What follows belongs to an exercise in optimizing a design on an open flow for small area and a short achievable clock period; a production flow would make more cautious choices. Function was checked by simulation only, so behaviour that the tests miss may differ from the original. No activity file was given, so power comes from the tool's default toggle rates.

==> flow/design.v, too long to show whole: its modules and the start of the top module <==
// module alu_operations_five: 2698 lines
// module alu_fa: 4 lines
// module alu_ha: 4 lines
// module alu_a21o: 3 lines
// module alu_a221o: 3 lines
// module alu_and2: 3 lines
// module alu_and3: 3 lines
// module alu_inv: 3 lines
// module alu_nand2: 3 lines
// module alu_nand3: 3 lines
// module alu_nor2: 3 lines
// module alu_o22ai: 3 lines
// module alu_xnor2: 3 lines
// module alu_xor2: 3 lines
module alu_operations_five (
    input  clk,
    input  rst_n,
    input  load,
    input  signed [31:0]  ID_EX_A,
    input  signed [31:0]  ID_EX_B,
    input  signed [5:0]   opcode,
    output reg signed [31:0] ALU_result
);
  // ...
==> flow/flow/run.sh <==
#!/bin/bash
set -euo pipefail
bash standard.sh BUFFER_PORTS_ARGS="-buffer_cell sky130_fd_sc_hd__buf_1" finish > standard.log 2>&1
==> flow/standard.sh <==
#!/bin/bash
# synth_recipe.tcl (not shown) runs the flow's synth.tcl, then flattens the netlist and writes it again
# the make line also repeats each setting of config.mk as NAME=value (left out here)
make -C /OpenROAD-flow-scripts/flow DESIGN_CONFIG=/design/flow/config.mk WORK_HOME=/design/flow/orfs CLKGATE_MAP_FILE= SYNTH_SCRIPT=/design/flow/synth_recipe.tcl "${@:-finish}"
==> flow/config.mk <==
export PLATFORM = sky130hd
export DESIGN_NAME = alu_operations_five
export DESIGN_NICKNAME = alu_operations_five
export VERILOG_FILES = /design/flow/design.v
export SDC_FILE = /design/flow/constraint.sdc
export NUM_CORES = 4
export LEC_CHECK = 0
export CAP_MARGIN = 20
export CORE_MARGIN = 2
export CORE_UTILIZATION = 40
export CTS_BUF_LIST = sky130_fd_sc_hd__clkbuf_4 sky130_fd_sc_hd__clkbuf_8
export SETUP_SLACK_MARGIN = 4.1
export SLEW_MARGIN = 20
export SYNTH_HIERARCHICAL = 1
==> flow/constraint.sdc <==
create_clock -name core_clock -period 8.5 [get_ports {clk}]
set_input_delay 1.7000 -clock core_clock [delete_from_list [all_inputs] [get_ports {clk}]]
set_output_delay 1.7000 -clock core_clock [all_outputs]
set_load 0.01 [all_outputs]
==> key figures, run 1 <==
Status
  – Status: timing/DRC/antenna clean

Final layout
  – Inverters, non-clock: 35
  – Bufs w/o clock: roughly 140
  – P&R area growth vs syn: 16.2%
  – Layout cell share with drive strength beyond 1: 12.9%
  – Multi-input combinational cell count: 1,258
  – Area taken by multi-input logic gates: roughly 13,000 sq um
  – Final non-filler cell total: about 2,100

Routing
  – Via count: ~13,000
  – Post-route ant nets: 0
  – Wire length per cell: approximately 26 um

Power
  – Top pwr grp: combinational logic
  – Sequential power share: approximately 23%
  – Net Sw Frac: 45.2%

Die
  – Die Wd: approximately 210 um
  – Starting density of the core: between 40 and 50%
  – Top-Level Pins: around 110

Synthesis
  – Compound-cell area share of the yosys netlist: between 10% and 20%
  – Synth Area in Adders: between 30 and 40%
  – Largest family of logic cells by synthesized area: adder cells
  – EDFF count, synth: 112
  – Xor and xnor area share after synthesis: 19.4%

Timing
  – Clock skew: between 0.02 and 0.025 ns
  – Fin crit period: approximately 4.4 ns

Placed design
  – Place WS: between 2 and 3 ns
  – # port buffers: 104
  – Post-DP HPWL: approximately 38 mm

Global route
  – Met2 usage: between 40% and 50%
  – Largest net degree at the start of global routing: between 90 and 100

Critical path
  – CP Data Required Time: about 8.8 ns
  – Crit path buf inv count: 1
==> run 2, diff against run 1 <==
--- a/flow/config.mk
+++ b/flow/config.mk
@@ -9,6 +9,6 @@
 export CORE_MARGIN = 2
 export CORE_UTILIZATION = 40
 export CTS_BUF_LIST = sky130_fd_sc_hd__clkbuf_4 sky130_fd_sc_hd__clkbuf_8
-export SETUP_SLACK_MARGIN = 4.1
+export SETUP_SLACK_MARGIN = 4.25
 export SLEW_MARGIN = 20
 export SYNTH_HIERARCHICAL = 1
==> key figures, run 2 <==
Timing
  – Final slew viol count: 0 (unchanged)
  – Fin crit period: 4.33 ns (was 4.40 ns)
  – Setup TNS: 0 ns (unchanged)
  – Final period util: 51.0% (was 51.7%)
  – Final hold vios: 0 (unchanged)
  – Hold Slack: 0.509 ns (was 0.510 ns)
  – Clock skew: 0.0158 ns (was 0.0225 ns)
  – Setup WS post-layout: 4.17 ns (was 4.10 ns)
  – Final setup viols: 0 (unchanged)
  – Worst slew pin tran: 1.01 ns (was 1.03 ns)
  – Unrepaired setup endpoints after global routing: yes (unchanged)
  – Slew headroom: 32.8% (was 31.3%)
  – Fmax: 231 MHz (was 227 MHz)

Synthesis
  – Fraction of registers with async set/reset: 23.3% (unchanged)
  – Top_reg_cell synth: edfxtp_1 (unchanged)
  – FF+latch count, synth: 146 (unchanged)
  – Yosys cell types: 30 (unchanged)
  – Synth top area share: 25.4% (unchanged)
  – Mapped Area: 16,500 sq um (unchanged)
  – EDFF count, synth: 112 (unchanged)
  – Top post-synthesis cells by count: xor2_1 (352), o22ai_1 (257), fa_1 (210), a21o_1 (124), edfxtp_1 (112) (unchanged)
  – Yosys top cell by area: fa_1 (unchanged)
  – Seq/Total Area, Yosys: 25.5% (unchanged)
  – Synthesized area per cell: 11.5 sq um (unchanged)
  – Synth area leaders: fa_1 (25%), edfxtp_1 (20%), xor2_1 (19%) (unchanged)
  – Most common cell in the synthesized netlist: xor2_1 (unchanged)
  – Gate Count Post-Synth: 1,441 (unchanged)
  – Synth Warn #: 7 (unchanged)

Placed design
  – # port buffers: 104 (unchanged)
  – Post-DP HPWL: 37.0 mm (was 37.7 mm)
  – Place WS: 2.59 ns (was 2.77 ns)
  – Placer congestion estimate: 0.884 (was 0.924)
  – Post-DP Area: 18,200 sq um (about the same)

Routing
  – Post-route ant nets: 0 (unchanged)
  – Vias per inst: 6.45 (was 6.17)
  – DR iter-0 viols: 1,857 (was 1,216)
  – Routed WL: 61.9 mm (was 55.6 mm)
  – Wire length per cell: 28.4 um (was 25.9 um)
  – Via count: 14,081 (was 13,239)
  – Post-route DRC: 0 (unchanged)
  – DR pass1 iterations: 7 (was 9)

Clocking
  – CTS max path bufs: 2 (unchanged)
  – Total CTS buffers: 17 (unchanged)
  – CTS Sinks: 146 (unchanged)
  – CTS tree: built (unchanged)
  – Clk latency of the worst-skew pair: 0.52 ns (about the same)
  – H-tree Lvls: 4 (unchanged)
  – Clk pin slew, worst setup/hold paths: 0.09 ns (about the same)
  – CTS Root Cell: clkbuf_8 (unchanged)

Die
  – Core Area: 40,800 sq um (unchanged)
  – Starting density of the core: 40.5% (unchanged)
  – Die ar.: 43,000 sq um (unchanged)
  – # rows: 74 (unchanged)
  – Top-Level Pins: 105 (unchanged)
  – DIE HEIGHT: 207 um (unchanged)
  – Die Wd: 207 um (unchanged)

Critical path
  – Crit path DAT: 4.61 ns (was 4.66 ns)
  – Startpoint Class: input port (unchanged)
  – CP Data Required Time: 8.78 ns (was 8.77 ns)
  – Critical path type: input port to flip-flop (unchanged)
  – CP Capture Type: flip-flop (unchanged)
  – CP Max Fanout: 13 (unchanged)
  – Setup slack, reg-to-reg: 4.51 ns (was 4.44 ns)
  – R2R depth: 13 (unchanged)

Job
  – MaxCap Viol Count: 0 (unchanged)

Global route
  – Antenna violations before repair: 0 (was 2)
  – Largest net degree at the start of global routing: 89 (was 93)
  – GRT Total Usage: 28.2% (was 25.8%)
  – First-pass GRT wire length: 91.4 mm (was 84.6 mm)
  – GRT met1 Usage: 37.0% (was 34.9%)
  – Met3 GRT Util: 8.43% (was 6.14%)
  – Via count of the first global-routing pass: 14,240 (was 13,618)
  – Met2 usage: 42.3% (was 40.0%)
  – Gr busiest metal: met2 (unchanged)
  – Grt total ovfl: 0 (unchanged)

Final layout
  – Layout cell share with drive strength beyond 1: 16.2% (was 12.9%)
  – Most common cell after layout, fill and taps aside: xor2_1 (unchanged)
  – Regs by FF count: ALU_result x32, q0 x32, q1 x32 (unchanged)
  – Most frequent cells in the layout: xor2_1 (343), o22ai_1 (239), fa_1 (182) (was xor2_1 (349), o22ai_1 (243), fa_1 (185))
  – Final instance area: 20,100 sq um (was 19,200 sq um)
  – Antenna Cells: 0 (was 2)
  – Nets: 1,988 (was 1,947)
  – P&R area growth vs syn: 21.6% (was 16.2%)
  – Fill cells: 3,652 (was 3,715)

Status
  – Status: timing/DRC/antenna clean (unchanged)

Power
  – Total Power: 5.17 mW (was 4.93 mW)
  – Worst vdd ir: 304 uV (was 271 uV)
  – Sequential power share: 21.5% (was 22.6%)
  – Switch Pwr: 2.29 mW (was 2.23 mW)
  – Comb pwr share: 65.9% (was 67.1%)
  – Clock network power share: 12.6% (was 10.3%)
  – Internal power: 2.88 mW (was 2.70 mW)
  – Power density over cell area: 257 nW/um^2 (was 256 nW/um^2)
  – Leak pwr: 9.49 nW (was 9.15 nW)
  – Net Sw Frac: 44.4% (was 45.2%)

Hold path
  – Worst Hold Path Cells: 2 (unchanged)
  – Worst Hold Class: flip-flop to flip-flop (unchanged)
[run 2: power groups by stage]
stage	Combinational (mW)	Sequential, mW	Clock [mW]
after floorplan	2.28	1.12	0
after global placement	3.17	1.12	0
after detailed placement	3.20	1.13	0
after CTS	3.31	1.12	0.670
after global routing	3.76	1.14	0.690
final	3.41	1.11	0.651
[run 2: modules after synthesis (local to each module, per instance), a selection]
module	times used	cells	area, sq um
alu_o22ai	256	1	6.26
alu_nand2	16	1	3.75
alu_fa	210	1	20.0
alu_nor2	16	1	3.75
alu_a221o	32	1	10.0
alu_and2	28	1	6.26
alu_a21o	124	1	7.51
alu_xnor2	15	1	8.76
alu_inv	1	1	3.75
alu_and3	16	1	6.26
alu_ha	67	1	12.5
alu_nand3	32	1	5.00
alu_operations_five	1	276	4880
[run 2: cell type report]
cell class / instances / area [sq um] / share of cell area, %
clock buffer: 18 / 241 / 1.20
clock inverter: 14 / 213 / 1.06
inverter: 34 / 131 / 0.653
multi-input combinational: 1272 / 13400 / 66.7
sequential: 146 / 4210 / 20.9
tap: 532 / 666 / 3.31
timing repair buffer: 166 / 1220 / 6.09
timing repair inverter: 1 / 7.51 / 0.0373
[run 2: worst paths after layout]
kind | startpoint | endpoint
worst max register to register | q0[27] | ALU_result[0]
worst min-delay path | ALU_result[22] | ALU_result[22]
min in group asynchronous | rst_n | ALU_result[24]
worst min register to register | ALU_result[22] | ALU_result[22]
worst max-delay path | ID_EX_B[6] | q0[20]
max in group asynchronous | rst_n | ALU_result[11]
[run 2: cell families (layout without fill, tap and decap cells)]
family | count (synthesis) | after routing | share of synthesized area [%]
compound gates | 451 | 451 | 18.5
xor+xnor | 367 | 372 | 19.4
fa+ha+maj | 277 | 277 | 30.5
buf+inv | 46 | 233 | 1.32
flops | 146 | 146 | 25.5
other cells | 1 | 2 | 0.0227
simple gates | 153 | 170 | 4.80
[run 2: per-layer routing]
layer	wire [um]	part of all wire (%)	vias up
met3	7010	11	283
met1	24100	39	7023
li1	-	-	5788
met4	3680	5.9	0
met5	0	0	-
met2	27100	44	987
[run 2: stage by stage]
stage                     utilization [%]  instances
after floorplan                         -       1442
after global placement               44.5       2085
after detailed placement             44.5       2086
after CTS                            48.0       2154
after global routing                 49.3       2183
final                                49.3       2183
[run 2: what timing repair did]
item,in CTS,in global routing
buffers inserted,15,21
gates cloned,21,8
pin swaps,16,8
resized for setup,114,51
endpoints found under the setup margin,102,61
hold buffers,0,0
[run 2: critical path, stage by stage]
cell,delay [ns]
clkbuf_4,0.21
xnor2_4,0.31
buf_4,0.35
o22ai_1,0.14
xor2_1,0.18
fa_1,0.47
fa_1,0.50
fa_1,0.46
a221o_1,0.27

-- re-timing with driven ports --
Ports are ideal in the flow. The routed layouts listed here were re-timed in OpenROAD.
Step 1: set_driving_cell puts a clkbuf_16 on clk and a buf_2 on each other input, an assumption about the parent block.
Step 2 adds t to the input delays and takes it off the output delays; t is the mean of the earliest and latest rising clock arrival at the registers after step 1. Input paths then give back, and output paths get back, about the clock's delay inside the block.
a / b / c = ideal ports / drivers / drivers and shift; a / b = the first two.
| run | shift t [ns] | setup slack, ns | worst slew at a driven data input, ns |
|---|---|---|---|
| run 1 | 0.558 | 4.104 / 4.117 / 3.559 | 0.08 |
| run 2 | 0.568 | 4.168 / 4.056 / 3.489 | 0.22 |
After both steps every run listed still meets setup and hold. The setup slack of run 2, which loses most, moves by -0.112 ns with the drivers and by -0.679 ns with both steps.
